What follows belongs to an exercise in optimizing a design on an open flow for small area; a production flow would make more cautious choices. The RTL was checked by simulation tests, not by an equivalence proof against the original design. Power is estimated from default activity; no workload was simulated.

[flow/run.sh]
#!/bin/bash
# synth_recipe.tcl (not shown) runs the flow's synth.tcl, then flattens the netlist and writes it again
# the make line also repeats each setting of config.mk as NAME=value (left out here)
make -C /OpenROAD-flow-scripts/flow DESIGN_CONFIG=/design/flow/config.mk WORK_HOME=/design/flow/orfs CLKGATE_MAP_FILE= SYNTH_SCRIPT=/design/flow/synth_recipe.tcl finish
[flow/config.mk]
export PLATFORM = sky130hd
export DESIGN_NAME = DemoSequentialBreathing
export DESIGN_NICKNAME = DemoSequentialBreathing
export VERILOG_FILES = /design/flow/design.v
export SDC_FILE = /design/flow/constraint.sdc
export NUM_CORES = 4
export LEC_CHECK = 0
export CAP_MARGIN = 20
export CORE_MARGIN = 2
export CORE_UTILIZATION = 40
export SLEW_MARGIN = 20
[flow/constraint.sdc]
create_clock -name core_clock -period 5.0 [get_ports {clk}]
set_input_delay 1.0000 -clock core_clock [delete_from_list [all_inputs] [get_ports {clk}]]
set_output_delay 1.0000 -clock core_clock [all_outputs]
set_load 0.01 [all_outputs]
[flow/design.v]
(* top *)
module DemoSequentialBreathing #(
  parameter IN_CLK_HZ = 400000,
  parameter DEPTH = 6
) (
  (* iopad_external_pin *) input  nreset,
  (* iopad_external_pin, clkbuf_inhibit *) input clk,
  (* iopad_external_pin *) output osc_en,
  (* iopad_external_pin *) output led_0,
  (* iopad_external_pin *) output led0_oe,
  (* iopad_external_pin *) output led_1,
  (* iopad_external_pin *) output led1_oe,
  (* iopad_external_pin *) output led_2,
  (* iopad_external_pin *) output led2_oe,
  (* iopad_external_pin *) output led_3,
  (* iopad_external_pin *) output led3_oe,
  (* iopad_external_pin *) output reg led_4,
  (* iopad_external_pin *) output led4_oe,
  (* iopad_external_pin *) output reg led_5,
  (* iopad_external_pin *) output led5_oe,
  (* iopad_external_pin *) output reg led_6,
  (* iopad_external_pin *) output led6_oe,
  (* iopad_external_pin *) output reg led_7,
  (* iopad_external_pin *) output led7_oe
);
  assign osc_en = 1'b1;
  assign led0_oe = 1;
  assign led1_oe = 1;
  assign led2_oe = 1;
  assign led3_oe = 1;
  assign led4_oe = 1;
  assign led5_oe = 1;
  assign led6_oe = 1;
  assign led7_oe = 1;
  localparam BLINK_1HZ = IN_CLK_HZ / 2;
  localparam BLINK_2HZ = IN_CLK_HZ / 4;
  localparam BLINK_4HZ = IN_CLK_HZ / 8;
  localparam BLINK_8HZ = IN_CLK_HZ / 16;
  reg [2:0] seq_counter;
  reg [26:0] blink_counter;
  reg [3:0] blink_count;
  reg [2:0] state;
  reg r_led;
  wire [7:0] done;   
  assign done[7:4] = 4'b0000;
  wire next = |done;
  wire [7:0] en;
  assign en = 8'b1 << seq_counter;
  always @(posedge clk) begin
    if (!nreset) begin
      seq_counter <= 0;
    end else if (next) begin
      seq_counter <= seq_counter + 1;
    end
  end
  always @(posedge clk) begin
    if (!nreset) begin
      state <= 3'b000;
      blink_counter <= 0;
      blink_count <= 0;
      r_led <= 0;
      led_4 <= 0;
      led_5 <= 0;
      led_6 <= 0;
      led_7 <= 0;
    end else begin
      case (state)
        3'b000: begin
          blink_counter <= 0;
          blink_count <= 0;
          r_led <= 0;
          led_4 <= 0;
          led_5 <= 0;
          led_6 <= 0;
          led_7 <= 0;
          if (en[4]) state <= 3'b001;
        end
        3'b001: begin
          if (blink_counter == BLINK_1HZ) begin
            blink_counter <= 0;
            r_led <= ~r_led;
            if (blink_count == 9) begin
              state <= 3'b010;
              r_led <= 0;
              blink_count <= 0;
            end else begin
              blink_count <= blink_count + 1;
            end
          end else begin
            blink_counter <= blink_counter + 1;
          end
          led_4 <= r_led;
        end
        3'b010: begin
          if (blink_counter == BLINK_2HZ) begin
            blink_counter <= 0;
            r_led <= ~r_led;
            if (blink_count == 9) begin
              state <= 3'b011;
              r_led <= 0;
              blink_count <= 0;
            end else begin
              blink_count <= blink_count + 1;
            end
          end else begin
            blink_counter <= blink_counter + 1;
          end
          led_5 <= r_led;
        end
        3'b011: begin
          if (blink_counter == BLINK_4HZ) begin
            blink_counter <= 0;
            r_led <= ~r_led;
            if (blink_count == 9) begin
              state <= 3'b100;
              r_led <= 0;
              blink_count <= 0;
            end else begin
              blink_count <= blink_count + 1;
            end
          end else begin
            blink_counter <= blink_counter + 1;
          end
          led_6 <= r_led;
        end
        3'b100: begin
          if (blink_counter == BLINK_8HZ) begin
            blink_counter <= 0;
            r_led <= ~r_led;
            if (blink_count == 9) begin
              state <= 3'b000;
              r_led <= 0;
              blink_count <= 0;
            end else begin
              blink_count <= blink_count + 1;
            end
          end else begin
            blink_counter <= blink_counter + 1;
          end
          led_7 <= r_led;
        end
        default: state <= 3'b000;
      endcase
    end
  end
  breathing #(
    .IN_CLK_HZ(IN_CLK_HZ),
    .DEPTH(DEPTH),
    .PWM_FREQ_HZ(50),
    .RAMP_MULT(1)
  ) breathing_led0 (
    .clk(clk), .nreset(nreset), .en(en[0]), .out(led_0), .done(done[0])
  );
  breathing #(
    .IN_CLK_HZ(IN_CLK_HZ),
    .DEPTH(DEPTH),
    .PWM_FREQ_HZ(100),
    .RAMP_MULT(1)
  ) breathing_led1 (
    .clk(clk), .nreset(nreset), .en(en[1]), .out(led_1), .done(done[1])
  );
  breathing #(
    .IN_CLK_HZ(IN_CLK_HZ),
    .DEPTH(DEPTH),
    .PWM_FREQ_HZ(500),
    .RAMP_MULT(2)
  ) breathing_led2 (
    .clk(clk), .nreset(nreset), .en(en[2]), .out(led_2), .done(done[2])
  );
  breathing #(
    .IN_CLK_HZ(IN_CLK_HZ),
    .DEPTH(DEPTH),
    .PWM_FREQ_HZ(1000),
    .RAMP_MULT(2)
  ) breathing_led3 (
    .clk(clk), .nreset(nreset), .en(en[3]), .out(led_3), .done(done[3])
  );
endmodule
`timescale 1ns / 1ps
module breathing #(
  parameter IN_CLK_HZ = 49000000,
  parameter DEPTH = 8,
  parameter PWM_FREQ_HZ = 400,
  parameter RAMP_MULT = 1
) (
  input clk,
  input nreset,
  input en,
  output reg out,
  output done  
);
  localparam CNT_SLOW = IN_CLK_HZ / PWM_FREQ_HZ / (2**DEPTH);
  localparam CNT_SLOW_WIDTH = $clog2(CNT_SLOW);
  localparam CNT_RAMP_WIDTH = $clog2(RAMP_MULT);
  reg clk_en;
  reg [CNT_SLOW_WIDTH-1:0] cnt_slow_reg;
  reg [DEPTH-1:0] cnt_pwm_reg;
  reg [DEPTH-1:0] cnt_duty_reg;
  reg [CNT_RAMP_WIDTH:0] cnt_ramp_reg;
  reg dir_reg;
  always @(posedge clk) begin
    if (!nreset) begin
      cnt_slow_reg <= 'h0;
      clk_en <= 1'b0;
    end else begin
      if (en) begin
        clk_en <= 1'b0;
        if (cnt_slow_reg < CNT_SLOW) begin
          cnt_slow_reg <= cnt_slow_reg + 1;
        end else begin
          cnt_slow_reg <= 'h0;
          clk_en <= 1'b1;
        end
      end
    end
  end
  always @(posedge clk) begin
    if (!nreset) begin
      cnt_pwm_reg <= 'h0;
      cnt_ramp_reg <= 'h0;
      cnt_duty_reg <= 'h0;
      dir_reg <= 1'b0;
    end else begin
      if (en) begin
        if (clk_en) begin
          cnt_pwm_reg <= cnt_pwm_reg + 1;
          if (&cnt_pwm_reg) begin
            cnt_pwm_reg <= 'h0;
            cnt_ramp_reg <= cnt_ramp_reg + 1;
            if (cnt_ramp_reg >= (RAMP_MULT-1)) begin
              cnt_ramp_reg <= 'h0;
              cnt_duty_reg <= cnt_duty_reg + 1;
              if (&cnt_duty_reg) begin
                cnt_duty_reg <= 'h0;
                dir_reg <= ~dir_reg;
              end
            end
          end
        end
      end
    end
  end
  always @(posedge clk) begin
    if (!nreset) begin
      out <= 1'b0;
    end else begin
      if (en) begin
        out <= (dir_reg==0) ? ((cnt_pwm_reg<cnt_duty_reg) ? 1:0) : ((cnt_pwm_reg<cnt_duty_reg) ? 0:1);
      end else begin
        out <= 1'b0;
      end
    end
  end
  reg [1:0] dir_fedge;
  always @(posedge clk) begin
    if (!nreset) dir_fedge <= 'h0;
    else begin
      dir_fedge[0] <= dir_reg;
      dir_fedge[1] <= dir_fedge[0];
    end
  end
  assign done = ~dir_fedge[0] & dir_fedge[1];
endmodule
==> flow_summary.json, run 1 <==
{
  "ir_worst_vdd_mv": 0.248,
  "die_height_microns": 134,
  "syn-cell-area_sq_um": 6740,
  "r2r_slack_ns": 1.99,
  "rr_endpoint": "blink_counter[16]$_SDFFE_PN0P_",
  "required_ns": 5.30,
  "synth_fa_ha_area_share_pct": 7.99,
  "drcViolationCount": 0,
  "via_per_inst": 5.17,
  "rsz0062_at_grt": "false",
  "clk_pin_slew_ns": 0.06,
  "yosysWarnings": 5,
  "grt_overflow": 0,
  "grt_usage_pct": 16.0,
  "firstDrtPassIters": 4,
  "routed_wirelength_microns": 13400,
  "layout_commonest_cell": "dfxtp_1",
  "final_cell_mix": "dfxtp_1, nor2_1, nand2_1",
  "largest_register_ffs": 27,
  "hold_viol": 0,
  "hpwl_microns": 8880,
  "seq_area_frac_synth_pct": 39.8,
  "critPathMaxStageDelay_ns": 0.59,
  "core_sq_um": 16500,
  "num_antenna_cells": 0,
  "worst_setup_path_end_kind": "register",
  "synthXorXnorAreaFrac_pct": 6.89,
  "path_cells": "inv_1 -> ha_1 -> nor3b_1 -> nand4_1 -> or4_4 -> a31oi_4 -> a21oi_2 -> buf_4 -> a21oi_1 -> mux2i_1",
  "via_count": 5403,
  "crit_type": "register to register",
  "cts_sinks": 134,
  "die_area_sq_um": 17900,
  "drv_cap": 0,
  "synth_compound_area_share_pct": 12.7,
  "fmax_mhz": 332,
  "place_inst": 1014,
  "critPathSlowestCell": "or4_4",
  "cts_setup_buffers": 0,
  "leakage_nw": 2.70,
  "hold_depth": 2,
  "r2r_start": "blink_counter[0]$_SDFFE_PN0P_",
  "grt_first_pass_wirelength_microns": 23400,
  "final_cells": 1046,
  "drt_iter0_drc": 339,
  "yosys.cell_types.count": 60,
  "cts_resized": 0,
  "p_per_area_nw_per_um2": 313,
  "start_util_pct": 40.8,
  "hold_ws_ns": 0.438,
  "area.growth.synth_to_final_pct": 12.6,
  "clock_path_buffers": 2,
  "timing.final.crit_share_pct": 60.2,
  "wire_per_inst_microns": 12.8,
  "async_flop_share_pct": 0,
  "setup-tns-final_ns": 0,
  "port_buffers": 9,
  "cts_tree": "built",
  "ant_nets": 0,
  "antenna_found_initial": 0,
  "min_from": "breathing_led2.dir_fedge[0]$_SDFF_PN0_",
  "synth-simple-area-share_pct": 25.3,
  "maxSlewViolCount": 0,
  "drive_gt1_share_pct": 5.45,
  "path_max_fanout": 16,
  "hold_path_class": "register to register",
  "ys_seq_elements": 134,
  "r2r_cells": 10,
  "synth_enable_flop_cells": 0,
  "hold_buffers": 0,
  "syn_area_per_cell_sq_um": 8.31,
  "synthMuxAreaShare_pct": 2.08,
  "period_needed_ns": 3.01,
  "grt_start_max_net_pins": 67,
  "cts_buffers": 17,
  "path_buf_inv": 2,
  "finalClockSkew_ns": 0.0119,
  "ctsRootBufferMaster": "clkbuf_16",
  "die_w_microns": 134,
  "synth_top_family_by_area": "simple AND/OR/NAND/NOR gates",
  "cts-htree-levels": 4,
  "place.gp.congestion": 0.786,
  "relSlewSlack_pct": 42.5,
  "io_pins": 19,
  "yosys_most_used_dff": "dfxtp_1",
  "critPathTopFamily": "simple AND/OR/NAND/NOR gates",
  "synthCells": 811,
  "crit_arrival_ns": 3.31,
  "tightest_slew_ns": 0.855,
  "cp-start-kind": "register",
  "whs_endpoint": "breathing_led2.dir_fedge[1]$_SDFF_PN0_",
  "rows": 47,
  "status": "timing/DRC/antenna clean",
  "report.final.setup_viol": 0,
  "final_nets": 858,
  "clk_latency_ns": 0.42,
  "first_global_vias": 5031
}
-- metal layers --
layer	wire length, microns	track usage, %
met1	6760	21.3
met2	5880	24.8
met3	498	4.57
met4	244	5.56
met5	0	0
-- power breakdown --
| part | internal [mW] | switching [mW] | total [mW] |
|---|---|---|---|
| Sequential | 1.07 | 0.00239 | 1.07 |
| Clock | 0.799 | 0.470 | 1.27 |
| Combinational | 0.00516 | 0.0228 | 0.0279 |
| Total | 1.87 | 0.496 | 2.37 |
-- kinds of logic after synthesis --
kind of cell / Yosys count
AOI/OAI and AO/OA: 141
other: 1
xor gates and xnor gates: 53
DFF: 134
and+or+nand+nor: 343
buffers and inverters: 82
adders and majority gates: 43
muxes: 14
-- worst reg2reg max path: cells and delay by family, from the launching register on --
kind	cells	cell delay, ns
and+or+nand+nor	3	1.03
AOI/OAI and AO/OA	3	0.91
buffers and inverters	2	0.38
DFF	1	0.34
adders and majority gates	1	0.14
muxes	1	0.09
-- area by class of cell --
| type | count | area (sq um) |
|---|---|---|
| Tap cell | 220 | 275 |
| Timing Repair Buffer | 14 | 128 |
| Clock buffer | 21 | 450 |
| Sequential cell | 134 | 2680 |
| Fill cell | 1629 | 8940 |
| Inverter | 43 | 161 |
| Multi-Input combinational cell | 603 | 3740 |
| Clock inverter | 11 | 146 |
-- cells in the mapped netlist, types with 2 or more instances --
master	count	area [sq um]
nand2_1	72	270
and3_1	15	93.8
nor2b_1	7	43.8
dfxtp_1	134	2680
nor3b_1	5	37.5
nor4_2	2	25.0
buf_2	6	30.0
inv_1	42	158
buf_1	5	18.8
nand2b_1	9	56.3
a31oi_1	6	37.5
o211ai_1	2	15.0
buf_4	9	67.6
nor2_1	98	368
or2_2	3	18.8
or4_1	2	15.0
or3_1	6	37.5
a21oi_1	48	240
xnor2_1	31	272
a21o_1	9	67.6
nor4b_1	2	17.5
nor3_1	19	95.1
nand3_1	48	240
o31ai_1	7	52.6
ha_1	43	538
and4_1	5	43.8
clkbuf_1	19	71.3
and2_1	10	62.6
nand4_1	27	169
o21ai_0	41	205
nand3b_1	4	30.0
a211oi_1	8	60.1
mux2i_1	14	140
o22ai_1	2	12.5
a211o_1	2	17.5
a22oi_1	3	22.5
xor2_1	22	193
nor4_1	2	12.5
-- worst max path at each step --
| stage | from | endpoint | slack (ns) | depth (start not counted) |
|---|---|---|---|---|
| after CTS | blink_counter[0]$_SDFFE_PN0P_ | blink_counter[16]$_SDFFE_PN0P_ | 2.03 | 10 |
| after detailed placement | nreset | blink_count[1]$_SDFFE_PN0P_ | 1.89 | 5 |
| after global routing | blink_counter[0]$_SDFFE_PN0P_ | blink_counter[16]$_SDFFE_PN0P_ | 1.73 | 10 |
| final | blink_counter[0]$_SDFFE_PN0P_ | blink_counter[16]$_SDFFE_PN0P_ | 1.99 | 10 |
| after floorplan | blink_counter[0]$_SDFFE_PN0P_ | blink_counter[21]$_SDFFE_PN0P_ | 2.59 | 10 |
| after global placement | nreset | blink_counter[9]$_SDFFE_PN0P_ | 1.85 | 4 |
-- per-stage QoR --
step,instance area (sq um),utilization (%),setup slack (ns),power (mW)
CTS,7580,45.9,2.03,2.40
detailed placement,6990,42.3,1.89,1.12
floorplan,6770,-,2.59,1.12
global placement,6990,42.3,1.85,1.12
finish,7580,45.9,1.99,2.37
global route,7580,45.9,1.73,2.45
==> run 2: changes to the inputs <==
==> flow/design.v (replaced) <==
module DemoSequentialBreathing #(
  parameter IN_CLK_HZ = 400000,
  parameter DEPTH = 6
) (
  input  nreset,
  input  clk,
  output osc_en,
  output led_0,
  output led0_oe,
  output led_1,
  output led1_oe,
  output led_2,
  output led2_oe,
  output led_3,
  output led3_oe,
  output led_4,
  output led4_oe,
  output led_5,
  output led5_oe,
  output led_6,
  output led6_oe,
  output led_7,
  output led7_oe
);
  assign osc_en  = 1'b1;
  assign led0_oe = 1'b1;
  assign led1_oe = 1'b1;
  assign led2_oe = 1'b1;
  assign led3_oe = 1'b1;
  assign led4_oe = 1'b1;
  assign led5_oe = 1'b1;
  assign led6_oe = 1'b1;
  assign led7_oe = 1'b1;
  localparam integer S0 = IN_CLK_HZ / 50   / (2**DEPTH);
  localparam integer S1 = IN_CLK_HZ / 100  / (2**DEPTH);
  localparam integer S2 = IN_CLK_HZ / 500  / (2**DEPTH);
  localparam integer S3 = IN_CLK_HZ / 1000 / (2**DEPTH);
  localparam integer H0 = IN_CLK_HZ / 2  + 1;
  localparam integer H1 = IN_CLK_HZ / 4  + 1;
  localparam integer H2 = IN_CLK_HZ / 8  + 1;
  localparam integer H3 = IN_CLK_HZ / 16 + 1;
  localparam [17:0] B0 = 262144 - H0;
  localparam [17:0] B1 = 262144 - H1;
  localparam [17:0] B2 = 262144 - H2;
  localparam [17:0] B3 = 262144 - H3;
  reg [2:0]  ph;
  reg [21:0] x;
  wire blink = ph[2];
  wire w7  = &x[6:0];
  wire w18 = &x[17:0];
  wire w22 = &x[21:0];
  reg [6:0] c_start;
  always @(*) begin
    case (ph[1:0])
      2'd0: c_start = 7'd127 - S0;
      2'd1: c_start = 7'd127 - S1;
      2'd2: c_start = 7'd127 - S2;
      default: c_start = 7'd127 - S3;
    endcase
  end
  reg [21:0] x_init;
  always @(*) begin
    case (ph[1:0])
      2'd0: x_init = {8'd0, 1'b1, 6'd0, 7'd125 - S1};
      2'd1: x_init = {8'd0, 1'b0, 6'd0, 7'd125 - S2};
      2'd2: x_init = {8'd0, 1'b0, 6'd0, 7'd125 - S3};
      default: x_init = {4'd6, B0 - 18'd2};
    endcase
  end
  reg [17:0] b_start;
  always @(*) begin
    case ({w22, ph[1:0]})
      3'b000: b_start = B0;
      3'b001: b_start = B1;
      3'b010: b_start = B2;
      3'b011: b_start = B3;
      3'b100: b_start = B1;
      3'b101: b_start = B2;
      3'b110: b_start = B3;
      default: b_start = B0 - 18'd1;
    endcase
  end
  reg [21:0] x_next;
  reg cy;
  integer i;
  always @(*) begin
    cy = 1'b1;
    for (i = 0; i < 22; i = i + 1) begin
      x_next[i] = x[i] ^ cy;
      cy = cy & x[i];
    end
    if (!blink && !ph[1]) x_next[13] = 1'b1;
    if (!blink && w7) x_next[6:0] = c_start;
    if (blink && w18) x_next[17:0] = b_start;
    if (blink && w22) x_next[21:18] = 4'd6;
    if (!blink && x[21]) x_next = x_init;
  end
  always @(posedge clk) begin
    if (!nreset) begin
      ph <= 3'd0;
      x <= 22'h002000;
    end else begin
      x <= x_next;
      if (!blink && x[21]) ph <= ph + 3'd1;
      else if (blink && w22) ph[1:0] <= ph[1:0] + 2'd1;
    end
  end
  reg lt;
  integer j;
  always @(*) begin
    lt = 1'b0;
    for (j = 0; j < 6; j = j + 1)
      lt = (~x[7+j] & x[14+j]) | (~(x[7+j] ^ x[14+j]) & lt);
  end
  wire pwm_on = x[20] ^ lt;
  assign led_0 = !blink && ph[1:0] == 2'd0 && pwm_on;
  assign led_1 = !blink && ph[1:0] == 2'd1 && pwm_on;
  assign led_2 = !blink && ph[1:0] == 2'd2 && pwm_on;
  assign led_3 = !blink && ph[1:0] == 2'd3 && pwm_on;
  wire r = x[18];
  assign led_4 = blink && (r || ph[1:0] != 2'd0);
  assign led_5 = blink && (ph[1] || (ph[0] && r));
  assign led_6 = blink && ph[1] && (ph[0] || r);
  assign led_7 = blink && ph[1] && ph[0] && r;
endmodule
==> run 2 against run 1 <==
Still clean. Clock-buffer cell count fell by 18. Routed wire length fell by 68%. Core utilization fell by 0.78 points. Clock skew barely moved. Power fell by 86%. Critical path depth rose by 14. Critical path type unchanged. Largest power group is now sequential cells.
==> flow_summary.json, run 2 <==
{
  "status": "timing/DRC/antenna clean",
  "synth_compound_area_share_pct": 16.4,
  "required_ns": 5.23,
  "drv_cap": 0,
  "relSlewSlack_pct": 43.6,
  "drcViolationCount": 0,
  "yosys_most_used_dff": "dfxtp_1",
  "largest_register_ffs": 22,
  "drive_gt1_share_pct": 5.36,
  "io_pins": 19,
  "netlist.area_leader.share_pct": 26.6,
  "antenna_found_initial": 0,
  "synth.most_common_cell": "ha_1",
  "cts_tree": "built",
  "synth_fa_ha_area_share_pct": 20.6,
  "grt_usage_pct": 17.2,
  "cp-start-kind": "register",
  "critical_path.startpoint": "x[0]$_SDFF_PN0_",
  "core_sq_um": 4440,
  "die_w_microns": 72.5,
  "maxSlewViolCount": 0,
  "fmax_mhz": 228,
  "ir_worst_vdd_mv": 0.116,
  "report.final.setup_viol": 0,
  "cts_buffers": 3,
  "syn_area_per_cell_sq_um": 8.50,
  "worst_setup_path_end_kind": "register",
  "port_buffers": 9,
  "grt_first_pass_wirelength_microns": 7060,
  "seq_area_frac_synth_pct": 26.6,
  "rsz0062_at_grt": "false",
  "grtUsageMet1_pct": 24.8,
  "syn-cell-area_sq_um": 1880,
  "ant_nets": 0,
  "cts_sinks": 25,
  "rows": 24,
  "grtUsageMet3_pct": 2.08,
  "ctsRootBufferMaster": "clkbuf_8",
  "synthCells": 221,
  "ys_seq_elements": 25,
  "cts-htree-levels": 1,
  "place.gp.congestion": 0.824,
  "grtUsageMet2_pct": 26.2,
  "hpwl_microns": 3310,
  "pre_cts_slack_ns": 0.613,
  "tightest_slew_ns": 0.837,
  "routed_wirelength_microns": 4250,
  "period_needed_ns": 4.39,
  "num_antenna_cells": 0,
  "cts_resized": 0,
  "synth_enable_flop_cells": 0,
  "wire_per_inst_microns": 15.4,
  "layout_commonest_cell": "ha_1",
  "path_max_fanout": 2,
  "start_util_pct": 42.3,
  "drt_iter0_drc": 103,
  "first_global_vias": 1449,
  "async_flop_share_pct": 0,
  "synthXorXnorAreaFrac_pct": 0.466,
  "finalClockSkew_ns": 0.0116,
  "final_cell_mix": "ha_1, nor2_1, dfxtp_1",
  "top_usage_layer": "met2",
  "synth-simple-area-share_pct": 23.2,
  "timing.final.crit_share_pct": 87.8,
  "area.growth.synth_to_final_pct": 6.66,
  "setup-tns-final_ns": 0,
  "synthTopCellsByCount": "ha_1, dfxtp_1, nor2_1",
  "final_nets": 258,
  "hold_path_class": "register to register",
  "r2r_start": "x[0]$_SDFF_PN0_",
  "grt_overflow": 0,
  "grt_start_max_net_pins": 17,
  "clock_path_buffers": 2,
  "die_height_microns": 72.5,
  "die_area_sq_um": 5260,
  "p_per_area_nw_per_um2": 169,
  "crit_arrival_ns": 4.61,
  "synth_top_family_by_area": "simple AND/OR/NAND/NOR gates",
  "hold_buffers": 0,
  "synthTopCellsByArea": "dfxtp_1, ha_1, nor2_1",
  "min_from": "x[21]$_SDFF_PP0_",
  "synthMuxAreaShare_pct": 3.79,
  "clk_latency_ns": 0.28,
  "leakage_nw": 0.832,
  "worst_slack_ns": 0.612,
  "yosysWarnings": 1,
  "via_per_inst": 5.75,
  "cts_setup_buffers": 0,
  "via_count": 1586,
  "largest-register": "x",
  "firstDrtPassIters": 4,
  "yosys.cell_types.count": 51,
  "synth_top_area_cell": "dfxtp_1",
  "crit_type": "register to register",
  "clk_pin_slew_ns": 0.09,
  "hold_viol": 0
}
run 2: cell types whose count changed after synthesis, moves of 11 or more:
cell,previous run,this run
nand3_1,48,5
o21ai_0,41,6
clkbuf_1,19,8
nor2_1,98,25
nand2_1,72,10
ha_1,43,31
nor3_1,19,4
a21oi_1,48,11
xnor2_1,31,1
nand4_1,27,4
inv_1,42,12
dfxtp_1,134,25
xor2_1,22,0
and3_1,15,2
run 2: report_power, final:
part           total (mW)  leakage, nW  internal (mW)  switching [mW]
logic              0.0142        0.604        0.00448         0.00970
clock network       0.122       0.0255         0.0558          0.0660
registers           0.202        0.202          0.201        0.000933
total               0.338        0.832          0.261          0.0767
run 2: through the flow:
step	utilization, %	hold slack (ns)	area, sq um	std cells	total power [mW]
after global routing	45.1	0.612	2000	276	0.352
after detailed placement	44.1	0.572	1960	272	0.221
after floorplan	-	0.511	1910	229	0.222
after CTS	45.1	0.589	2000	276	0.342
after global placement	44.1	0.566	1960	272	0.221
final	45.1	0.581	2000	276	0.338
run 2: layout make-up:
| class | count | area [sq um] |
|---|---|---|
| Multi-Input combinational cell | 172 | 1250 |
| Clock inverter | 1 | 5.00 |
| Inverter | 13 | 48.8 |
| Timing Repair Buffer | 10 | 97.6 |
| Tap cell | 52 | 65.1 |
| Clock buffer | 3 | 41.3 |
| Sequential cell | 25 | 500 |
| Fill cell | 468 | 2440 |
run 2: per-layer routing:
metal,wire [microns],vias to the layer above
li1,-,794
met2,1950,45
met1,2020,738
met3,192,9
met4,87,0
met5,0,-
run 2: path summary, 6_finish.rpt:
path                                      endpoint  cells after the start  slack, ns
worst max-delay path              x[21]$_SDFF_PP0_                     24       0.61
worst min-delay path            ph[2]$_SDFFE_PN0P_                      2       0.58
worst max register to register    x[21]$_SDFF_PP0_                     24       0.61
worst min register to register  ph[2]$_SDFFE_PN0P_                      2       0.58
run 2: kinds of logic (layout without fill, tap and decap cells):
family,after synthesis,after routing
XOR/XNOR,1,1
multiplexers,7,7
other,1,9
flip-flops,25,25
buffers and inverters,32,27
AND/OR/NAND/NOR,80,80
AO/OA/AOI/OAI,44,44
adder cells (fa/ha/maj),31,31
run 2: worst max-delay path, stage by stage (launching register included):
cell and delay [ns]:
dfxtp_1 0.32, ha_1 0.22, ha_1 0.19, ha_1 0.18, ha_1 0.18, ha_1 0.18, ha_1 0.18, ha_1 0.18
ha_1 0.18, ha_1 0.18, ha_1 0.18, ha_1 0.18, ha_1 0.18, ha_1 0.18, ha_1 0.18, ha_1 0.18
ha_1 0.17, ha_1 0.19, ha_1 0.18, ha_1 0.18, ha_1 0.17, inv_1 0.07, nand3_1 0.08, o22ai_1 0.13
and2_1 0.13
==> run 3: changes to the inputs <==
==> flow/design.v (replaced) <==
module DemoSequentialBreathing #(
  parameter IN_CLK_HZ = 400000,
  parameter DEPTH = 6
) (
  input  nreset,
  input  clk,
  output osc_en,
  output led_0,
  output led0_oe,
  output led_1,
  output led1_oe,
  output led_2,
  output led2_oe,
  output led_3,
  output led3_oe,
  output led_4,
  output led4_oe,
  output led_5,
  output led5_oe,
  output led_6,
  output led6_oe,
  output led_7,
  output led7_oe
);
  assign osc_en  = 1'b1;
  assign led0_oe = 1'b1;
  assign led1_oe = 1'b1;
  assign led2_oe = 1'b1;
  assign led3_oe = 1'b1;
  assign led4_oe = 1'b1;
  assign led5_oe = 1'b1;
  assign led6_oe = 1'b1;
  assign led7_oe = 1'b1;
  localparam [17:0] R = 262144 - (IN_CLK_HZ / 2 + 1);
  reg [2:0]  ph;
  reg [21:0] x;
  wire blink = ph[2];
  wire [1:0] q = ph[1:0];
  wire [22:0] cy;
  assign cy[0] = 1'b1;
  genvar g;
  generate
    for (g = 0; g < 22; g = g + 1) begin : chain
      assign cy[g+1] = cy[g] & x[g];
    end
  endgenerate
  wire [21:0] inc = x ^ cy[21:0];
  wire w7  = cy[7];     
  wire w18 = cy[18];    
  wire w22 = cy[22];    
  wire t_next  = !blink && x[21];                
  wire t_blink = t_next && q == 2'd3;            
  wire p_wrap  = !blink && w7;                   
  wire h_wrap  = blink && w18;                   
  wire c_wrap  = blink && w22;                   
  wire r_end   = c_wrap && q == 2'd3;            
  wire load_r  = h_wrap || t_blink;
  reg [21:0] force1;
  always @(*) begin
    force1 = 22'd0;
    force1[0]  = q != 2'd0;
    force1[1]  = blink && q[1];
    force1[2]  = blink && q == 2'd3;
    force1[4]  = !blink && q == 2'd3;
    force1[5]  = !blink && q[1];
    force1[6]  = !blink && q[1];
    force1[13] = !blink && !q[1];
  end
  reg [21:0] clr;
  always @(*) begin
    clr = 22'd0;
    clr[6:0] = {7{t_next}};
    clr[13]  = t_next;
    clr[21]  = t_next;
    clr[0]   = t_next || r_end;
  end
  reg [21:0] set1;
  always @(*) begin
    set1 = 22'd0;
    set1[17:0] = {18{load_r}} & R;
    set1[0]  = load_r && !r_end;                        
    set1[1]  = h_wrap || p_wrap;                        
    set1[2]  = load_r || (p_wrap && q == 2'd2) || (t_next && q == 2'd1);
    set1[19] = c_wrap || t_blink;
    set1[20] = c_wrap || t_blink;
  end
  always @(posedge clk) begin
    if (!nreset) begin
      ph <= 3'd0;
      x <= 22'd0;
    end else begin
      x <= ((inc | force1) & ~clr) | set1;
      if (t_next || c_wrap) ph <= {ph[2] | t_blink, q + 2'd1};
    end
  end
  reg lt;
  integer j;
  always @(*) begin
    lt = 1'b0;
    for (j = 0; j < 6; j = j + 1)
      lt = (~x[7+j] & x[14+j]) | (~(x[7+j] ^ x[14+j]) & lt);
  end
  wire pwm_on = x[20] ^ lt;
  assign led_0 = !blink && q == 2'd0 && pwm_on;
  assign led_1 = !blink && q == 2'd1 && pwm_on;
  assign led_2 = !blink && q == 2'd2 && pwm_on;
  assign led_3 = !blink && q == 2'd3 && pwm_on;
  wire r = x[18];
  assign led_4 = blink && (r || q != 2'd0);
  assign led_5 = blink && (q[1] || (q[0] && r));
  assign led_6 = blink && q[1] && (q[0] || r);
  assign led_7 = blink && q[1] && q[0] && r;
endmodule
==> run 3 against run 2 <==
Combinational power is 13% higher. Final area fell by 15%. Sequential share of layout area is 4.6 points higher. Flip-flop and latch count unchanged. Worst hold slack got worse by 0.012 ns. Sequential power about the same. Synthesized area is 18% lower. Global-route usage decreased by 3.4 points.
==> flow_summary.json, run 3 <==
{
  "firstDrtPassIters": 4,
  "grt_usage_pct": 13.8,
  "start_util_pct": 41.9,
  "clock_power_share_pct": 35.6,
  "critical_path.startpoint": "x[1]$_SDFF_PN0_",
  "grt_overflow": 0,
  "syn-cell-area_sq_um": 1550,
  "ctsRootBufferMaster": "clkbuf_8",
  "largest-register": "x",
  "netlist.area_leader.share_pct": 32.4,
  "cts_buffers": 3,
  "hold_viol": 0,
  "clk_pin_slew_ns": 0.09,
  "ant_nets": 0,
  "pwr-share-comb_pct": 4.7,
  "die_area_sq_um": 4380,
  "final_cell_mix": "ha_1, dfxtp_1, o21a_1",
  "yosysWarnings": 1,
  "required_ns": 5.17,
  "largest_register_ffs": 22,
  "switching_share_pct": 22.2,
  "yosys.cell_types.count": 32,
  "intPower_mw": 0.264,
  "place.gp.congestion": 0.755,
  "final_cells": 211,
  "fill_cells": 384,
  "hold_ws_ns": 0.569,
  "cts_sinks": 25,
  "hpwl_microns": 2030,
  "io_pins": 19,
  "grt_start_max_net_pins": 27,
  "die_w_microns": 66.2,
  "synthTopCellsByArea": "dfxtp_1, ha_1, o21a_1",
  "synth.most_common_cell": "ha_1",
  "report.final.setup_viol": 0,
  "core_sq_um": 3690,
  "ir_worst_vdd_mv": 0.132,
  "fmax_mhz": 211,
  "status": "timing/DRC/antenna clean",
  "synth_top_area_cell": "dfxtp_1",
  "path_max_fanout": 4,
  "cts_setup_buffers": 0,
  "crit_arrival_ns": 4.90,
  "grt_first_pass_wirelength_microns": 4680,
  "cts-htree-levels": 1,
  "routed_wirelength_microns": 2690,
  "drt_iter0_drc": 35,
  "worst_setup_path_end_kind": "register",
  "synthTopCellsByCount": "ha_1, dfxtp_1, o21a_1",
  "synthCells": 157,
  "via_count": 1065,
  "hold_path_class": "register to register",
  "timing.final.crit_share_pct": 94.8,
  "period_needed_ns": 4.74,
  "maxSlewViolCount": 0,
  "syn_area_per_cell_sq_um": 9.85,
  "antenna_found_initial": 0,
  "cp-start-kind": "register",
  "tightest_slew_ns": 0.768,
  "first_global_vias": 1065,
  "r2r_start": "x[1]$_SDFF_PN0_",
  "via_per_inst": 5.05,
  "ys_seq_elements": 25,
  "final_nets": 196,
  "area.growth.synth_to_final_pct": 9.63,
  "relSlewSlack_pct": 48.6,
  "async_flop_share_pct": 0,
  "min_from": "x[0]$_SDFF_PN0_",
  "setup-tns-final_ns": 0,
  "synth_enable_flop_cells": 0,
  "leakage_nw": 0.808,
  "place_inst": 207,
  "seq_area_frac_synth_pct": 32.4,
  "yosys_most_used_dff": "dfxtp_1",
  "switchingPower_mw": 0.0753,
  "p_per_area_nw_per_um2": 200,
  "finalClockSkew_ns": 0.00241,
  "port_buffers": 9,
  "crit_type": "register to register",
  "rsz0062_at_grt": "false",
  "rows": 22,
  "clk_latency_ns": 0.27,
  "cts_tree": "built",
  "num_antenna_cells": 0,
  "wire_per_inst_microns": 12.7,
  "clock_path_buffers": 2,
  "seqPwrFrac_pct": 59.7,
  "drv_cap": 0,
  "die_height_microns": 66.2,
  "drcViolationCount": 0,
  "drive_gt1_share_pct": 12.3
}
-- run 3: changes by cell type after synthesis, moves of 5 or more --
cell,change
and2_1,+6
nor3b_1,-5
clkbuf_1,-5
nor2_1,-20
o21a_1,+10
nor4_1,-7
-- run 3: area by class of cell --
| type | count | area, sq um | area share, % |
|---|---|---|---|
| sequential | 25 | 502 | 29.6 |
| clock inverter | 1 | 5.00 | 0.295 |
| inverter | 8 | 30.0 | 1.77 |
| timing repair buffer | 9 | 90.1 | 5.31 |
| tap | 48 | 60.1 | 3.54 |
| clock buffer | 3 | 41.3 | 2.44 |
| multi-input combinational | 117 | 967 | 57.0 |
-- run 3: stage by stage --
step / total power [mW] / utilization, % / instance area (sq um) / setup WS (ns)
final: 0.339 / 46.0 / 1700 / 0.262
after detailed placement: 0.223 / 43.9 / 1620 / 0.00570
after global routing: 0.354 / 46.0 / 1700 / 0.0142
after floorplan: 0.225 / - / 1580 / 0.442
after global placement: 0.222 / 43.9 / 1620 / 0.0976
after CTS: 0.342 / 45.3 / 1670 / 0.0219
-- run 3: power groups by stage --
stage | combinational (mW) | sequential [mW] | clock, mW
2_1_floorplan | 0.0178 | 0.207 | 0
3_3_place_gp | 0.0154 | 0.207 | 0
3_5_place_dp | 0.0162 | 0.207 | 0
4_1_cts | 0.0164 | 0.203 | 0.123
5_1_grt | 0.0181 | 0.203 | 0.133
6_report | 0.0161 | 0.203 | 0.121
-- run 3: worst paths after layout --
path / to / slack (ns) / depth (start not counted)
setup reg to reg: ph[1]$_SDFFE_PN0P_ / 0.26 / 25
hold reg to reg: x[0]$_SDFF_PN0_ / 0.57 / 3
setup / recovery: ph[1]$_SDFFE_PN0P_ / 0.26 / 25
hold / removal: x[0]$_SDFF_PN0_ / 0.57 / 3
-- run 3: cell families after synthesis --
kind of cell / after synthesis / share of synthesized area (%)
buffers and inverters: 23 / 8.82
adder cells (fa/ha/maj): 30 / 24.3
flip-flops: 25 / 32.4
other: 1 / 0.242
AO/OA/AOI/OAI: 28 / 13.1
multiplexers: 6 / 4.21
XOR/XNOR: 1 / 0.566
AND/OR/NAND/NOR: 43 / 16.4
-- run 3: repair_timing --
| action | CTS | global route |
|---|---|---|
| pin swaps | 0 | 0 |
| gates resized for setup | 1 | 8 |
| endpoints found under the setup margin | 1 | 4 |
| hold buffers | 0 | 0 |
-- run 3: critical path, cell delays in order, from the launching register on --
cell     delay, ns
dfxtp_1       0.32
ha_1          0.19
ha_1          0.19
ha_1          0.18
ha_1          0.19
ha_1          0.19
ha_2          0.19
ha_1          0.20
ha_1          0.19
ha_1          0.18
ha_1          0.18
ha_1          0.18
ha_2          0.17
ha_2          0.17
ha_1          0.18
ha_1          0.18
ha_2          0.19
ha_4          0.18
ha_1          0.18
ha_1          0.18
ha_1          0.18
ha_2          0.18
nand2_1       0.08
and2_4        0.17
mux2i_1       0.17
nor2b_1       0.06
-- run 3: metal layers --
metal | part of all wire, % | track usage, % | vias up
li1 | - | - | 536
met2 | 50 | 24.3 | 15
met4 | 0.63 | 3.83 | 0
met1 | 47 | 17.4 | 512
met5 | 0 | 0 | -
met3 | 2.6 | 2.04 | 2
==> run 4: changes to the inputs <==
--- a/flow/design.v
+++ b/flow/design.v
@@ -38,2 +38,6 @@
   wire [1:0] q = ph[1:0];
+  wire n0 = q == 2'b00;
+  wire n1 = q == 2'b01;
+  wire n2 = q == 2'b11;
+  wire n3 = q == 2'b10;
   wire [22:0] cy;
@@ -51,3 +55,3 @@
   wire t_next  = !blink && x[21];                
-  wire t_blink = t_next && q == 2'd3;            
+  wire t_blink = t_next && n3;            
   wire p_wrap  = !blink && w7;                   
@@ -55,3 +59,3 @@
   wire c_wrap  = blink && w22;                   
-  wire r_end   = c_wrap && q == 2'd3;            
+  wire r_end   = c_wrap && n3;            
   wire load_r  = h_wrap || t_blink;
@@ -60,9 +64,9 @@
     force1 = 22'd0;
-    force1[0]  = q != 2'd0;
-    force1[1]  = blink && q[1];
-    force1[2]  = blink && q == 2'd3;
-    force1[4]  = !blink && q == 2'd3;
-    force1[5]  = !blink && q[1];
-    force1[6]  = !blink && q[1];
-    force1[13] = !blink && !q[1];
+    force1[0]  = !n0;
+    force1[1]  = blink && (n2 || n3);
+    force1[2]  = blink && n3;
+    force1[4]  = !blink && n3;
+    force1[5]  = !blink && (n2 || n3);
+    force1[6]  = !blink && (n2 || n3);
+    force1[13] = !blink && (n0 || n1);
   end
@@ -82,3 +86,3 @@
     set1[1]  = h_wrap || p_wrap;                        
-    set1[2]  = load_r || (p_wrap && q == 2'd2) || (t_next && q == 2'd1);
+    set1[2]  = load_r || (p_wrap && n2) || (t_next && n1);
     set1[19] = c_wrap || t_blink;
@@ -92,3 +96,3 @@
       x <= ((inc | force1) & ~clr) | set1;
-      if (t_next || c_wrap) ph <= {ph[2] | t_blink, q + 2'd1};
+      if (t_next || c_wrap) ph <= {ph[2] | t_blink, q[0], ~q[1]};
     end
@@ -100,14 +104,14 @@
     for (j = 0; j < 6; j = j + 1)
-      lt = (~x[7+j] & x[14+j]) | (~(x[7+j] ^ x[14+j]) & lt);
+      lt = (~x[7+j] & x[14+j]) | (~x[7+j] & lt) | (x[14+j] & lt);
   end
   wire pwm_on = x[20] ^ lt;
-  assign led_0 = !blink && q == 2'd0 && pwm_on;
-  assign led_1 = !blink && q == 2'd1 && pwm_on;
-  assign led_2 = !blink && q == 2'd2 && pwm_on;
-  assign led_3 = !blink && q == 2'd3 && pwm_on;
+  assign led_0 = !blink && n0 && pwm_on;
+  assign led_1 = !blink && n1 && pwm_on;
+  assign led_2 = !blink && n2 && pwm_on;
+  assign led_3 = !blink && n3 && pwm_on;
   wire r = x[18];
-  assign led_4 = blink && (r || q != 2'd0);
-  assign led_5 = blink && (q[1] || (q[0] && r));
-  assign led_6 = blink && q[1] && (q[0] || r);
-  assign led_7 = blink && q[1] && q[0] && r;
+  assign led_4 = blink && (r || !n0);
+  assign led_5 = blink && (n2 || n3 || (n1 && r));
+  assign led_6 = blink && (n3 || (n2 && r));
+  assign led_7 = blink && n3 && r;
 endmodule
--- a/flow/config.mk
+++ b/flow/config.mk
@@ -7,2 +7,3 @@
 export LEC_CHECK = 0
+export ABC_AREA = 1
 export CAP_MARGIN = 20
@@ -10,2 +11,5 @@
 export CORE_UTILIZATION = 40
+export CTS_BUF_LIST = sky130_fd_sc_hd__clkbuf_8
+export CTS_CLUSTER_DIAMETER = 200
+export CTS_CLUSTER_SIZE = 30
 export SLEW_MARGIN = 20
==> run 4 against run 3 <==
Global-route usage increased by 0.83 points. Sequential power about the same. Via count increased by 5.7%. Synthesized cell count increased by 17%. Critical path depth increased by 1. Worst hold slack improved by 0.025 ns. Power decreased by 1.4%. Clock power about the same. Register-to-register slack improved by 0.09 ns. Routed wire length decreased by 1.0%.
==> flow_summary.json, run 4 <==
{
  "status": "timing/DRC/antenna clean",
  "firstDrtPassIters": 4,
  "cts_sinks": 25,
  "clk_pin_slew_ns": 0.09,
  "clk_latency_ns": 0.27,
  "syn_area_per_cell_sq_um": 7.87,
  "place.gp.congestion": 0.851,
  "crit_top_cell": "ha_1",
  "synth_enable_flop_cells": 0,
  "clock_power_share_pct": 35.3,
  "port_buffers": 9,
  "relSlewSlack_pct": 46.9,
  "switching_share_pct": 22.1,
  "synth_top_area_cell": "dfxtp_1",
  "first_global_vias": 1050,
  "yosys.cell_types.count": 25,
  "cts_tree": "built",
  "grt_first_pass_wirelength_microns": 4630,
  "io_pins": 19,
  "grt_overflow": 0,
  "async_flop_share_pct": 0,
  "switchingPower_mw": 0.0739,
  "pwr-share-comb_pct": 4.2,
  "critPathMaxStageDelay_ns": 0.33,
  "area.growth.synth_to_final_pct": 9.76,
  "hold_path_class": "register to register",
  "wire_per_inst_microns": 11.2,
  "num_antenna_cells": 0,
  "critPathSlowestCell": "dfxtp_1",
  "maxSlewViolCount": 0,
  "die_height_microns": 64.2,
  "setup-tns-final_ns": 0,
  "seqPwrFrac_pct": 60.5,
  "required_ns": 5.20,
  "multi_input_area_sq_um": 753,
  "rsz0062_at_grt": "false",
  "layout_commonest_cell": "nand2_1",
  "yosys_most_used_dff": "dfxtp_1",
  "grt_start_max_net_pins": 21,
  "synth.most_common_cell": "nand2_1",
  "via_count": 1126,
  "tightest_slew_ns": 0.794,
  "largest_register_ffs": 22,
  "ys_seq_elements": 25,
  "fmax_mhz": 215,
  "rows": 21,
  "path_max_fanout": 4,
  "finalClockSkew_ns": 0.00428,
  "drive_gt1_share_pct": 11.5,
  "drt_iter0_drc": 39,
  "hold_viol": 0,
  "start_util_pct": 42.4,
  "syn-cell-area_sq_um": 1450,
  "report.final.setup_viol": 0,
  "die_area_sq_um": 4120,
  "antenna_found_initial": 0,
  "via_per_inst": 4.73,
  "synthTopCellsByArea": "dfxtp_1, ha_1, nand2_1",
  "regArea_sq_um": 500,
  "cts_buffers": 3,
  "netlist.area_leader.share_pct": 34.5,
  "final_cell_mix": "nand2_1, inv_1, dfxtp_1",
  "hpwl_microns": 2120,
  "p_total_mw": 0.335,
  "crit_type": "register to register",
  "routed_wirelength_microns": 2660,
  "p_per_area_nw_per_um2": 210,
  "intPower_mw": 0.261,
  "synthTopCellsByCount": "nand2_1, inv_1, dfxtp_1",
  "cts-htree-levels": 1,
  "cp-start-kind": "register",
  "leakage_nw": 0.878,
  "largest-register": "x",
  "die_w_microns": 64.2,
  "cts_setup_buffers": 0,
  "crit_arrival_ns": 4.85,
  "seq_area_frac_synth_pct": 34.5,
  "fill_cells": 346,
  "final_nets": 216,
  "core_sq_um": 3420,
  "timing.final.crit_share_pct": 93.0,
  "ant_nets": 0,
  "grt_usage_pct": 14.6,
  "clock_path_buffers": 2,
  "drcViolationCount": 0,
  "cts_resized": 0,
  "period_needed_ns": 4.65,
  "ir_worst_vdd_mv": 0.0733,
  "drv_cap": 0,
  "yosysWarnings": 1,
  "hold_buffers": 0,
  "ctsRootBufferMaster": "clkbuf_8",
  "worst_setup_path_end_kind": "register",
  "synthCells": 184
}
[run 4: per-layer routing]
| layer | routed length, microns | track usage (%) |
|---|---|---|
| met1 | 1240 | 17.9 |
| met2 | 1250 | 24.6 |
| met3 | 115 | 3.17 |
| met4 | 57 | 6.38 |
| met5 | 0 | 0 |
[run 4: cell type report]
cell class                      count  share of cell area [%]
Sequential cell                    25                    31.5
Inverter                           37                    9.05
Tap cell                           46                    3.62
Timing Repair Buffer                9                    5.66
Clock buffer                        3                    2.60
Multi-Input combinational cell    117                    47.4
Clock inverter                      1                   0.236
[run 4: worst paths after layout]
| path | start | to | slack (ns) | cells after the start |
|---|---|---|---|---|
| worst max-delay path | x[0]$_SDFF_PN0_ | ph[1]$_SDFFE_PN0P_ | 0.35 | 26 |
| worst min-delay path | x[18]$_SDFF_PN0_ | x[18]$_SDFF_PN0_ | 0.59 | 3 |
| worst max register to register | x[0]$_SDFF_PN0_ | ph[1]$_SDFFE_PN0P_ | 0.35 | 26 |
| worst min register to register | x[18]$_SDFF_PN0_ | x[18]$_SDFF_PN0_ | 0.59 | 3 |
[run 4: cell families (layout without fill, tap and decap cells)]
| logic type | Yosys count | in the layout | share of synthesized area (%) |
|---|---|---|---|
| DFF | 25 | 25 | 34.5 |
| and+or+nand+nor | 54 | 54 | 17.3 |
| other | 1 | 9 | 0.259 |
| AOI/OAI and AO/OA | 33 | 33 | 13.6 |
| adders and majority gates | 21 | 21 | 18.1 |
| buffers and inverters | 50 | 50 | 16.2 |
[run 4: worst max-delay path, delay by kind of cell (launching register included)]
kind	cells	cell delay [ns]
buffers and inverters	1	0.07
flip-flops	1	0.33
AO/OA/AOI/OAI	2	0.24
AND/OR/NAND/NOR	2	0.19
adder cells (fa/ha/maj)	21	3.78
[run 4: power by group through the flow]
stage / sequential, mW / clock [mW] / combinational (mW)
2_1_floorplan: 0.207 / 0 / 0.0170
3_3_place_gp: 0.207 / 0 / 0.0139
3_5_place_dp: 0.207 / 0 / 0.0138
4_1_cts: 0.202 / 0.122 / 0.0139
5_1_grt: 0.203 / 0.130 / 0.0163
6_report: 0.202 / 0.118 / 0.0140
[run 4: per-stage QoR]
step	worst slack [ns]	cells	utilization (%)	instance area (sq um)	hold WS [ns]
after floorplan	0.545	192	-	1480	0.536
after global placement	0.277	234	44.9	1540	0.555
after detailed placement	0.214	234	44.9	1540	0.574
after CTS	0.186	238	46.3	1580	0.599
after global routing	0.00318	238	46.6	1590	0.639
final	0.351	238	46.6	1590	0.594
==> run 5: changes to the inputs <==
--- a/flow/config.mk
+++ b/flow/config.mk
@@ -12,4 +12,2 @@
 export CTS_BUF_LIST = sky130_fd_sc_hd__clkbuf_8
-export CTS_CLUSTER_DIAMETER = 200
-export CTS_CLUSTER_SIZE = 30
 export SLEW_MARGIN = 20
==> run 5 against run 4 <==
Still clean on timing, DRC and antenna. Setup slack is the same. Power is the same. Flip-flop and latch count is the same. Die area is the same. Sequential share of layout area is the same. Synthesized area is the same. First-iteration DRC count is the same. Sequential power is essentially flat. Largest power group unchanged.
==> flow_summary.json, run 5 <==
{
  "pre_cts_slack_ns": 0.214,
  "drt_iter0_drc": 39,
  "clk_latency_ns": 0.27,
  "synth_top_area_cell": "dfxtp_1",
  "largest_register_ffs": 22,
  "final_cell_mix": "nand2_1, inv_1, dfxtp_1",
  "critPathSlowestCell": "dfxtp_1",
  "utilization_pct": 46.6,
  "wl_met2_microns": 1250,
  "synthTopCellsByCount": "nand2_1, inv_1, dfxtp_1",
  "hold_path_class": "register to register",
  "seq_area_frac_synth_pct": 34.5,
  "die_w_microns": 64.2,
  "netlist.area_leader.share_pct": 34.5,
  "p_per_area_nw_per_um2": 210,
  "routed_wirelength_microns": 2660,
  "num_antenna_cells": 0,
  "yosysWarnings": 1,
  "clock_power_share_pct": 35.3,
  "clk_pin_slew_ns": 0.09,
  "port_buffers": 9,
  "antenna_found_initial": 0,
  "top_layer_used": "met4",
  "critPathMaxStageDelay_ns": 0.33,
  "hold_viol": 0,
  "fmax_mhz": 215,
  "grt_usage_pct": 14.6,
  "io_pins": 19,
  "grt_start_max_net_pins": 21,
  "pwr-share-comb_pct": 4.2,
  "synthCells": 184,
  "yosys.cell_types.count": 25,
  "leakage_nw": 0.878,
  "crit_type": "register to register",
  "ir_worst_vdd_mv": 0.0733,
  "tightest_slew_ns": 0.794,
  "ctsRootBufferMaster": "clkbuf_8",
  "drcViolationCount": 0,
  "via_count": 1126,
  "core_sq_um": 3420,
  "rows": 21,
  "place_inst": 234,
  "first_global_vias": 1050,
  "cp-start-kind": "register",
  "final_cells": 238,
  "layout_commonest_cell": "nand2_1",
  "hold_buffers": 0,
  "largest-register": "x",
  "firstDrtPassIters": 4,
  "cts_setup_buffers": 0,
  "ant_nets": 0,
  "via_per_inst": 4.73,
  "start_util_pct": 42.4,
  "maxSlewViolCount": 0,
  "report.final.setup_viol": 0,
  "timing.final.crit_share_pct": 93.0,
  "cts_buffers": 3,
  "p_total_mw": 0.335,
  "die_height_microns": 64.2,
  "crit_top_cell": "ha_1",
  "clock_path_buffers": 2,
  "switchingPower_mw": 0.0739,
  "worst_slack_ns": 0.351,
  "drive_gt1_share_pct": 11.5,
  "setup-tns-final_ns": 0,
  "path_max_fanout": 4,
  "syn-cell-area_sq_um": 1450,
  "drt-met1-wl_microns": 1240,
  "cts_tree": "built",
  "hpwl_microns": 2120,
  "route.met3.wl_microns": 115,
  "seqPwrFrac_pct": 60.5,
  "grt_overflow": 0,
  "critPathTopFamily": "adder cells",
  "final_nets": 216,
  "period_needed_ns": 4.65,
  "wire_per_inst_microns": 11.2,
  "grt_first_pass_wirelength_microns": 4630,
  "async_flop_share_pct": 0,
  "crit_arrival_ns": 4.85,
  "area.growth.synth_to_final_pct": 9.76,
  "synthTopCellsByArea": "dfxtp_1, ha_1, nand2_1",
  "yosys_most_used_dff": "dfxtp_1",
  "relSlewSlack_pct": 46.9,
  "required_ns": 5.20,
  "switching_share_pct": 22.1,
  "place.gp.congestion": 0.851,
  "path_buf_inv": 1,
  "ys_seq_elements": 25,
  "synth.most_common_cell": "nand2_1",
  "status": "timing/DRC/antenna clean",
  "syn_area_per_cell_sq_um": 7.87,
  "intPower_mw": 0.261,
  "cts_sinks": 25,
  "die_area_sq_um": 4120,
  "synth_enable_flop_cells": 0,
  "rsz0062_at_grt": "false",
  "drv_cap": 0,
  "cts-htree-levels": 1,
  "worst_setup_path_end_kind": "register",
  "finalClockSkew_ns": 0.00428
}
[run 5: cell counts in the layout (fill, tap and decap cells not counted)]
Identical to the previous run, type by type.
[run 5: kinds of logic after synthesis]
family | Yosys count | synth area share, %
flops | 25 | 34.5
other cells | 1 | 0.259
buf+inv | 50 | 16.2
compound gates | 33 | 13.6
fa+ha+maj | 21 | 18.1
simple gates | 54 | 17.3
[run 5: power groups by stage]
| stage | Combinational (mW) | Clock [mW] | Sequential [mW] |
|---|---|---|---|
| 2_1_floorplan | 0.0170 | 0 | 0.207 |
| 3_3_place_gp | 0.0139 | 0 | 0.207 |
| 3_5_place_dp | 0.0138 | 0 | 0.207 |
| 4_1_cts | 0.0139 | 0.122 | 0.202 |
| 5_1_grt | 0.0163 | 0.130 | 0.203 |
| 6_report | 0.0140 | 0.118 | 0.202 |
[run 5: what timing repair did]
item / CTS / global route
endpoints found under the hold margin: 0 / 0
endpoints found under the setup margin: 0 / 2
gates resized for setup: 0 / 4
[run 5: worst min-delay path, delay by kind of cell, from the launching register on]
kind / cells / cell delay [ns]
flops: 1 / 0.35
fa+ha+maj: 1 / 0.14
simple gates: 1 / 0.05
buf+inv: 1 / 0.04
[run 5: cell type report]
cell class	count	area, sq um
fill	346	1830
tap	46	57.6
clock buffer	3	41.3
sequential	25	500
multi-input combinational	117	753
timing repair buffer	9	90.1
inverter	37	144
clock inverter	1	3.75
[run 5: metal layers]
metal	vias to the layer above	global-route usage [%]
met5	-	0
met4	0	6.38
met3	6	3.17
met2	32	24.6
met1	512	17.9
li1	576	-
[run 5: path summary, 6_finish.rpt]
check,start,to,slack [ns],cells after the start
setup / recovery,x[0]$_SDFF_PN0_,ph[1]$_SDFFE_PN0P_,0.35,26
hold / removal,x[18]$_SDFF_PN0_,x[18]$_SDFF_PN0_,0.59,3
setup reg to reg,x[0]$_SDFF_PN0_,ph[1]$_SDFFE_PN0P_,0.35,26
hold reg to reg,x[18]$_SDFF_PN0_,x[18]$_SDFF_PN0_,0.59,3
[run 5: stage by stage]
step           cell area, sq um  hold slack, ns
2_1_floorplan              1480           0.536
3_3_place_gp               1540           0.555
3_5_place_dp               1540           0.574
4_1_cts                    1580           0.599
5_1_grt                    1590           0.639
6_report                   1590           0.594
==> run 6: changes to the inputs <==
==> flow/flow/run.sh (new file) <==
#!/bin/bash
# Layout flow: the standard flow (standard.sh), with two changes:
#  - synthesis maps the logic with an area-oriented ABC script (flow/area.abc)
#    in place of ORFS's; everything else in synthesis is the standard flow's own script;
#  - the port buffers are sky130_fd_sc_hd__buf_1.
# Each tool's output goes to a log file in the work folder.
set -euo pipefail
W=$PWD
{
  echo 'proc abc {args} {'
  echo '  set i [lsearch -exact $args -script]'
  echo "  if {\$i >= 0} { lset args [expr {\$i + 1}] $W/flow/area.abc }"
  echo '  yosys abc {*}$args'
  echo '}'
  cat "$W/synth_recipe.tcl"
} > "$W/area_synth.tcl"
bash "$W/standard.sh" SYNTH_SCRIPT="$W/area_synth.tcl" \
  "BUFFER_PORTS_ARGS=-buffer_cell sky130_fd_sc_hd__buf_1" finish > "$W/flow.log" 2>&1
==> flow/flow/area.abc (new file) <==
strash
&get -n
&dch -f
&nf -p -a
&put
topo
==> flow/standard.sh (new file) <==
#!/bin/bash
# synth_recipe.tcl (not shown) runs the flow's synth.tcl, then flattens the netlist and writes it again
# the make line also repeats each setting of config.mk as NAME=value (left out here)
make -C /OpenROAD-flow-scripts/flow DESIGN_CONFIG=/design/flow/config.mk WORK_HOME=/design/flow/orfs CLKGATE_MAP_FILE= SYNTH_SCRIPT=/design/flow/synth_recipe.tcl "${@:-finish}"
--- a/flow/config.mk
+++ b/flow/config.mk
@@ -7,3 +7,2 @@
 export LEC_CHECK = 0
-export ABC_AREA = 1
 export CAP_MARGIN = 20
removed: flow/run.sh
==> run 6 against run 5 <==
Still clean. Critical path depth down 1. Worst hold slack worse by 0.0037 ns. Global-route usage up 0.24 points. Setup slack worse by 0.061 ns. Sequential power about the same. Maximum frequency down 1.3%. Core utilization down 0.70 points. Largest power group unchanged.
==> flow_summary.json, run 6 <==
{
  "io_pins": 19,
  "cts_tree": "built",
  "yosysWarnings": 1,
  "synthTopCellsByCount": "dfxtp_1, nor2_1, ha_1",
  "area.growth.synth_to_final_pct": 9.38,
  "cp-start-kind": "register",
  "utilization_pct": 45.9,
  "relSlewSlack_pct": 63.3,
  "synth_fa_ha_area_share_pct": 20.5,
  "synthXorXnorAreaFrac_pct": 0.684,
  "hold_viol": 0,
  "via_count": 955,
  "place_inst": 194,
  "worst_setup_path_end_kind": "register",
  "synthCells": 142,
  "setup-tns-final_ns": 0,
  "leakage_nw": 0.650,
  "grt_start_max_net_pins": 17,
  "port_buffers": 9,
  "place.gp.congestion": 0.700,
  "crit_type": "register to register",
  "final_cell_mix": "dfxtp_1, nor2_1, ha_1",
  "path_max_fanout": 4,
  "num_antenna_cells": 0,
  "ys_seq_elements": 25,
  "grt_usage_pct": 14.9,
  "fill_cells": 327,
  "clk_latency_ns": 0.27,
  "synthTopCellsByArea": "dfxtp_1, ha_1, nor2_1",
  "yosys_most_used_dff": "dfxtp_1",
  "drcViolationCount": 0,
  "final_nets": 178,
  "pre_cts_slack_ns": 0.0882,
  "stdcell_area_sq_um": 1400,
  "fmax_mhz": 212,
  "cts_setup_buffers": 0,
  "layout_commonest_cell": "dfxtp_1",
  "antenna_found_initial": 0,
  "die_height_microns": 60.6,
  "die_area_sq_um": 3670,
  "start_util_pct": 41.9,
  "rows": 20,
  "drive_gt1_share_pct": 5.84,
  "timing.final.crit_share_pct": 94.2,
  "worst_slack_ns": 0.290,
  "clk_pin_slew_ns": 0.09,
  "grt_first_pass_wirelength_microns": 4060,
  "ir_worst_vdd_mv": 0.189,
  "final_cells": 198,
  "hold_path_class": "register to register",
  "synth.most_common_cell": "dfxtp_1",
  "cts_buffers": 3,
  "rsz0062_at_grt": "false",
  "crit_arrival_ns": 4.86,
  "synth-simple-area-share_pct": 18.9,
  "largest-register": "x",
  "synthMuxAreaShare_pct": 0,
  "tightest_slew_ns": 0.550,
  "clock_path_buffers": 2,
  "netlist.area_leader.share_pct": 39.1,
  "syn-cell-area_sq_um": 1280,
  "die_w_microns": 60.6,
  "cts_sinks": 25,
  "async_flop_share_pct": 0,
  "drv_cap": 0,
  "yosys.cell_types.count": 29,
  "period_needed_ns": 4.71,
  "drt_iter0_drc": 29,
  "p_total_mw": 0.333,
  "grt_overflow": 0,
  "maxSlewViolCount": 0,
  "synth_top_family_by_area": "adder cells",
  "largest_register_ffs": 22,
  "ctsRootBufferMaster": "clkbuf_8",
  "synth_top_area_cell": "dfxtp_1",
  "hold_ws_ns": 0.590,
  "routed_wirelength_microns": 2330,
  "placed_area_sq_um": 1330,
  "core_sq_um": 3050,
  "via_per_inst": 4.82,
  "synth_enable_flop_cells": 0,
  "firstDrtPassIters": 4,
  "hpwl_microns": 1740,
  "syn_area_per_cell_sq_um": 9.01,
  "seq_area_frac_synth_pct": 39.1,
  "status": "timing/DRC/antenna clean",
  "report.final.setup_viol": 0,
  "cts-htree-levels": 1,
  "required_ns": 5.15,
  "finalClockSkew_ns": 0.00882,
  "first_global_vias": 916,
  "wire_per_inst_microns": 11.8,
  "ant_nets": 0,
  "synth_compound_area_share_pct": 13.8,
  "p_per_area_nw_per_um2": 238,
  "hold_buffers": 0
}
## run 6: repair_timing
item	CTS	global route
setup endpoints to repair	0	4
gates resized for setup	0	8
endpoints found under the hold margin	0	0
## run 6: routing by layer
metal | wire length (microns) | vias up | track usage (%)
li1 | - | 504 | -
met1 | 1080 | 438 | 18.5
met2 | 1170 | 11 | 25.7
met3 | 70 | 2 | 4.48
met4 | 17 | 0 | 2.80
met5 | 0 | - | 0
## run 6: logic make-up (layout without fill, tap and decap cells)
kind of cell               after synthesis  after routing
adders and majority gates               21             21
AOI/OAI and AO/OA                       29             29
buffers and inverters                   14             18
and+or+nand+nor                         51             51
xor gates and xnor gates                 1              1
DFF                                     25             25
other                                    1              9
## run 6: power breakdown
| part | internal (mW) | switching [mW] |
|---|---|---|
| registers | 0.201 | 0.000851 |
| clock network | 0.0557 | 0.0632 |
| logic | 0.00323 | 0.00835 |
| total | 0.260 | 0.0724 |
## run 6: layout make-up
| class | instances | area, sq um | area share [%] |
|---|---|---|---|
| Clock buffer | 3 | 41.3 | 2.95 |
| Clock inverter | 1 | 5.00 | 0.357 |
| Inverter | 5 | 18.8 | 1.34 |
| Multi-Input combinational cell | 111 | 746 | 53.3 |
| Sequential cell | 25 | 500 | 35.7 |
| Tap cell | 44 | 55.1 | 3.93 |
| Timing Repair Buffer | 9 | 33.8 | 2.41 |
## run 6: final timing paths
| path | from | end | slack [ns] | depth (start not counted) |
|---|---|---|---|---|
| hold / removal | ph[1]$_SDFFE_PN0P_ | ph[0]$_SDFFE_PN0P_ | 0.59 | 1 |
| setup reg to reg | x[1]$_SDFF_PN0_ | ph[0]$_SDFFE_PN0P_ | 0.29 | 25 |
| setup / recovery | x[1]$_SDFF_PN0_ | ph[0]$_SDFFE_PN0P_ | 0.29 | 25 |
| hold reg to reg | ph[1]$_SDFFE_PN0P_ | ph[0]$_SDFFE_PN0P_ | 0.59 | 1 |
## run 6: worst max-delay path: stages (launching register included)
cell and delay (ns):
dfxtp_1 0.31, ha_1 0.19, ha_1 0.18, ha_1 0.19, ha_1 0.19, ha_1 0.18
ha_2 0.20, ha_1 0.19, ha_1 0.18, ha_1 0.18, ha_1 0.19, ha_1 0.18
ha_1 0.19, ha_1 0.19, ha_1 0.19, ha_1 0.19, ha_2 0.19, ha_4 0.17
ha_1 0.18, ha_1 0.18, ha_1 0.18, ha_2 0.18, nand2_2 0.08, nand2_1 0.09
o21ai_1 0.17, a21oi_1 0.05

## separate check: timing with driven ports
Ports are ideal in the flow. The routed layouts listed here were re-timed in OpenROAD. Step 1, drivers: a clkbuf_16 drives clk and a buf_2 each remaining input, both assumed. Step 2 also shifts input and output timing later by t, the mid clock arrival at the registers, as if the neighbouring blocks saw the same clock. a / b / c = ideal / step 1 / step 2; a / b = the first two.
run | shift t [ns] | setup slack, ns | worst setup path after step 2
run 1 | 0.458 | 1.989 / 1.989 / 1.846 | input to register
run 2 | 0.295 | 0.612 / 0.612 / 0.612 | register to register
run 3 | 0.290 | 0.262 / 0.262 / 0.262 | register to register
run 4 | 0.295 | 0.351 / 0.351 / 0.351 | register to register
run 5 | 0.295 | 0.351 / 0.351 / 0.351 | register to register
run 6 | 0.289 | 0.290 / 0.290 / 0.290 | register to register
After both steps every run listed still meets setup and hold. The setup slack of run 1, which loses most, moves by 0.000 ns with the drivers and by -0.143 ns with both steps.
